This is an optimization exercise on Yosys and OpenROAD, whose aim is small area, a short achievable clock period and few clock cycles per item, not a production implementation. Function was checked by simulation only, so behaviour that the tests miss may differ from the original. Power is estimated from default activity; no workload was simulated.

## red
==> flow/design.v <==
module qspi_memory_interface (
    input  wire        clk,
    input  wire        spi_rst_n,
    input  wire        st,
    input  wire        ld,
    input  wire        spi_target,     
    input  wire [15:0] addr,
    input  wire [15:0] data_in,
    output reg  [15:0] data_out,
    output wire        spi_clk,
    output reg         spi_flash_cs,   
    output reg         spi_ram_cs,     
    input  wire [3:0]  spi_data_in,
    output wire [3:0]  spi_data_out,
    output wire [3:0]  spi_data_oe,
    output reg         busy
);
    localparam integer LFSR_N = 28;
    localparam integer LFSR_M = 25;
    localparam integer PAT_K  = 15;
    localparam [PAT_K-1:0] PAT = 15'd31999;
    reg  [6:0]  cnt;
    reg         init_done;
    reg         wr;
    reg  [31:0] sr;
    reg  [3:0]  dq;
    reg         oeq;
    reg         oe0;
    assign spi_clk      = cnt[0];
    assign spi_data_out = dq;
    assign spi_data_oe  = {oeq, oeq, oeq, oe0};
    wire [5:0] b   = cnt[6:1];
    wire       ev  = !cnt[0];
    wire       fl  = !spi_flash_cs;
    wire       rm  = !spi_ram_cs;
    wire [15:0] t = data_out;
    wire s66  = t[0] & !t[1];
    wire s99  = t[1] & !t[2];
    wire s06  = t[3] & !t[4];
    wire s31  = t[4] & !t[5];
    wire i_eb = t[9];
    wire i_wait = !t[0] | (t[2] & !t[3]) | (t[5] & !t[9]);
    wire i_cmd_bit =
        (s66 & ((b == 6'd1) || (b == 6'd2) || (b == 6'd5) || (b == 6'd6))) |
        (s99 & ((b == 6'd0) || (b == 6'd3) || (b == 6'd4) || (b == 6'd7))) |
        (s06 & ((b == 6'd5) || (b == 6'd6))) |
        (s31 & ((b == 6'd2) || (b == 6'd3) || (b == 6'd7) || (b == 6'd14))) |
        (i_eb & ((b == 6'd0) || (b == 6'd1) || (b == 6'd2) || (b == 6'd4) ||
                 (b == 6'd6) || (b == 6'd7)));
    wire [6:0] i_last = i_eb ? 7'd39 : (s31 ? 7'd31 : 7'd15);
    wire hit    = (sr[PAT_K-1:0] == PAT);
    wire lfsr_fb = !(sr[LFSR_N-1] ^ sr[LFSR_M-1]);
    wire go_f   = ld & !spi_target;
    wire go_r   = spi_target & (ld | st);
    wire f_end  = (cnt == 7'd30);
    wire r_end  = (b == 6'd47) & (cnt[0] | !wr);
    reg [3:0] f_nib;
    always @(*) begin
        case (b)
            6'd1:    f_nib = {3'b000, sr[31]};
            6'd2:    f_nib = {sr[31], sr[29], sr[27], sr[25]};
            6'd3:    f_nib = {sr[25], sr[23], sr[21], sr[19]};
            6'd4:    f_nib = {sr[19], sr[17], sr[15], sr[13]};
            6'd5:    f_nib = {sr[13], sr[11], sr[9], 1'b0};
            6'd6:    f_nib = 4'b1010;
            default: f_nib = 4'b0000;
        endcase
    end
    wire r_bit = (b == 6'd6) | ((b == 6'd7) & !wr) |
                 ((b >= 6'd15) & (b <= 6'd30) & sr[27]) |
                 ((b >= 6'd32) & sr[28]);
    wire i_step  = busy & ((i_wait & hit) | (!i_wait & fl & (cnt == i_last)));
    wire i_end   = i_step & i_eb;
    wire d_sh4   = init_done & busy & fl & ev & (cnt >= 7'd24);
    wire d_sh1   = init_done ? (busy & rm & !wr & ev & (cnt >= 7'd64)) : (i_step & !i_eb);
    wire d_hold  = !(d_sh4 | d_sh1 | i_end);
    wire d_in1   = spi_data_in[1] | !init_done;
    always @(posedge clk or negedge spi_rst_n) begin
        if (!spi_rst_n)
            data_out <= 16'h0000;
        else
            data_out <= ({16{d_hold}} & data_out) |
                        ({16{d_sh4}}  & {data_out[11:0], spi_data_in}) |
                        ({16{d_sh1}}  & {data_out[14:0], d_in1});
    end
    always @(posedge clk or negedge spi_rst_n) begin
        if (!spi_rst_n) begin
            busy         <= 1'b0;
            spi_flash_cs <= 1'b1;
            spi_ram_cs   <= 1'b1;
            cnt          <= 7'd0;
            init_done    <= 1'b0;
            oeq          <= 1'b0;
            oe0          <= 1'b0;
        end else if (!init_done) begin
            busy <= 1'b1;
            oeq  <= 1'b0;
            oe0  <= 1'b0;
            if (busy && !i_wait) begin
                if (spi_flash_cs) begin
                    spi_flash_cs <= 1'b0;
                end else begin
                    cnt <= cnt + 7'd1;
                    oe0 <= 1'b1;
                    oeq <= i_eb & (b >= 6'd8);
                    if (cnt == i_last) begin
                        cnt          <= 7'd0;
                        spi_flash_cs <= 1'b1;
                        oe0          <= 1'b0;
                        oeq          <= 1'b0;
                        if (i_eb) begin
                            init_done <= 1'b1;
                            busy      <= 1'b0;
                        end
                    end
                end
            end
        end else if (!busy) begin
            busy         <= go_f | go_r;
            spi_flash_cs <= !go_f;
            spi_ram_cs   <= !go_r;
            oeq          <= 1'b0;
            oe0          <= 1'b0;
        end else begin
            cnt <= cnt + 7'd1;
            if (fl) begin
                oeq <= (cnt < 7'd15);
                oe0 <= (cnt < 7'd15);
                if (f_end) begin
                    busy         <= 1'b0;
                    spi_flash_cs <= 1'b1;
                    cnt          <= 7'd0;
                    oeq          <= 1'b0;
                    oe0          <= 1'b0;
                end
            end else begin
                oeq <= 1'b0;
                oe0 <= 1'b1;
                if (r_end) begin
                    busy       <= 1'b0;
                    spi_ram_cs <= 1'b1;
                    cnt        <= 7'd0;
                    oe0        <= 1'b0;
                end
            end
        end
    end
    wire [31:0] ring_in;
    genvar gi;
    generate
        for (gi = 0; gi < 16; gi = gi + 1) begin : g_map
            assign ring_in[(2*gi + 31) % 32] = addr[gi];
            assign ring_in[(2*gi + 30) % 32] = data_in[gi];
        end
    endgenerate
    wire sr_load = init_done & !busy;
    wire sr_rot  = busy & (init_done | (i_wait & !hit));
    wire sr_in0  = init_done ? sr[31] : lfsr_fb;
    always @(posedge clk) begin
        sr <= ({32{sr_load}} & ring_in) | ({32{sr_rot}} & {sr[30:0], sr_in0});
        if (sr_load)
            wr <= !ld;
    end
    always @(posedge clk) begin
        if (!init_done)
            dq <= {i_eb & (b == 6'd14), 1'b0, i_eb & (b == 6'd14), i_cmd_bit};
        else if (fl)
            dq <= f_nib;
        else
            dq <= {3'b000, r_bit};
    end
endmodule
clock: 10.0 ns
lec_check: 0
cap_margin: 20
core_margin: 2
core_utilization: 65
slew_margin: 20
standard.sh (not shown) runs the stock make flow with config.mk's settings and CLKGATE_MAP_FILE= SYNTH_SCRIPT=/design/flow/synth_recipe.tcl, a recipe that flattens the netlist after the stock synthesis.
==> flow/flow/run.sh <==
#!/bin/bash
set -euo pipefail
bash standard.sh finish SETUP_SLACK_MARGIN=7 "BUFFER_PORTS_ARGS=-buffer_cell sky130_fd_sc_hd__buf_1" > make_finish.log 2>&1
Testbench counts of red, summed over its fixed seeds: cycles 82,887, ops 1,280.
Here is what was changed in the inputs of blue compared with red.
Settings: CORE_UTILIZATION changed from 65 to 40.
Findings:
In summary, blue completed successfully, with a layout that passed the timing, DRC and antenna checks.
As of blue, peak clock frequency supported by timing had risen slightly compared to red.
For share of final layout cell area taken by clock buffers and inverters, blue and red come out practically identical.
Of blue and red, it is blue that has the lower number of global-route vias before repair.
First-iteration DRC count of blue falls short of that of red by more than a quarter.
Any difference in clock power between blue and red is small enough to ignore.
Changes observed in blue relative to red: global-route usage went down 11 points, count of clock buffers in the final design went up 2.
blue gives more floorplan row count than red did.
Placeable core region in blue is 63% higher than in red
Compared red against blue; basic-gate share of the synthesized area counting and, or, nand and nor cells within noise.

[separate check: timing with driven ports]
The results above use ideal ports. As a check the final layouts listed here were re-extracted and re-timed, cells and wires unchanged.
Step 1, drivers: a clkbuf_16 drives clk and a buf_2 each remaining input, both assumed.
Step 2 moves the port delays by t, midway between the first and last clock arrival at a register: inputs arrive t later, outputs are due t later. That takes back most of the time a late clock gives input paths.
Three values: ideal, step 1, step 2; two values: the first two.
run	t (ns)	setup slack, ns	worst setup path at the end	worst register clock-pin slew, ns
red	0.369	6.998 / 6.970 / 7.140	register to register	0.08 / 0.08
blue	0.365	7.018 / 6.988 / 7.229	input to register	0.08 / 0.08
After both steps every run listed still meets setup and hold.
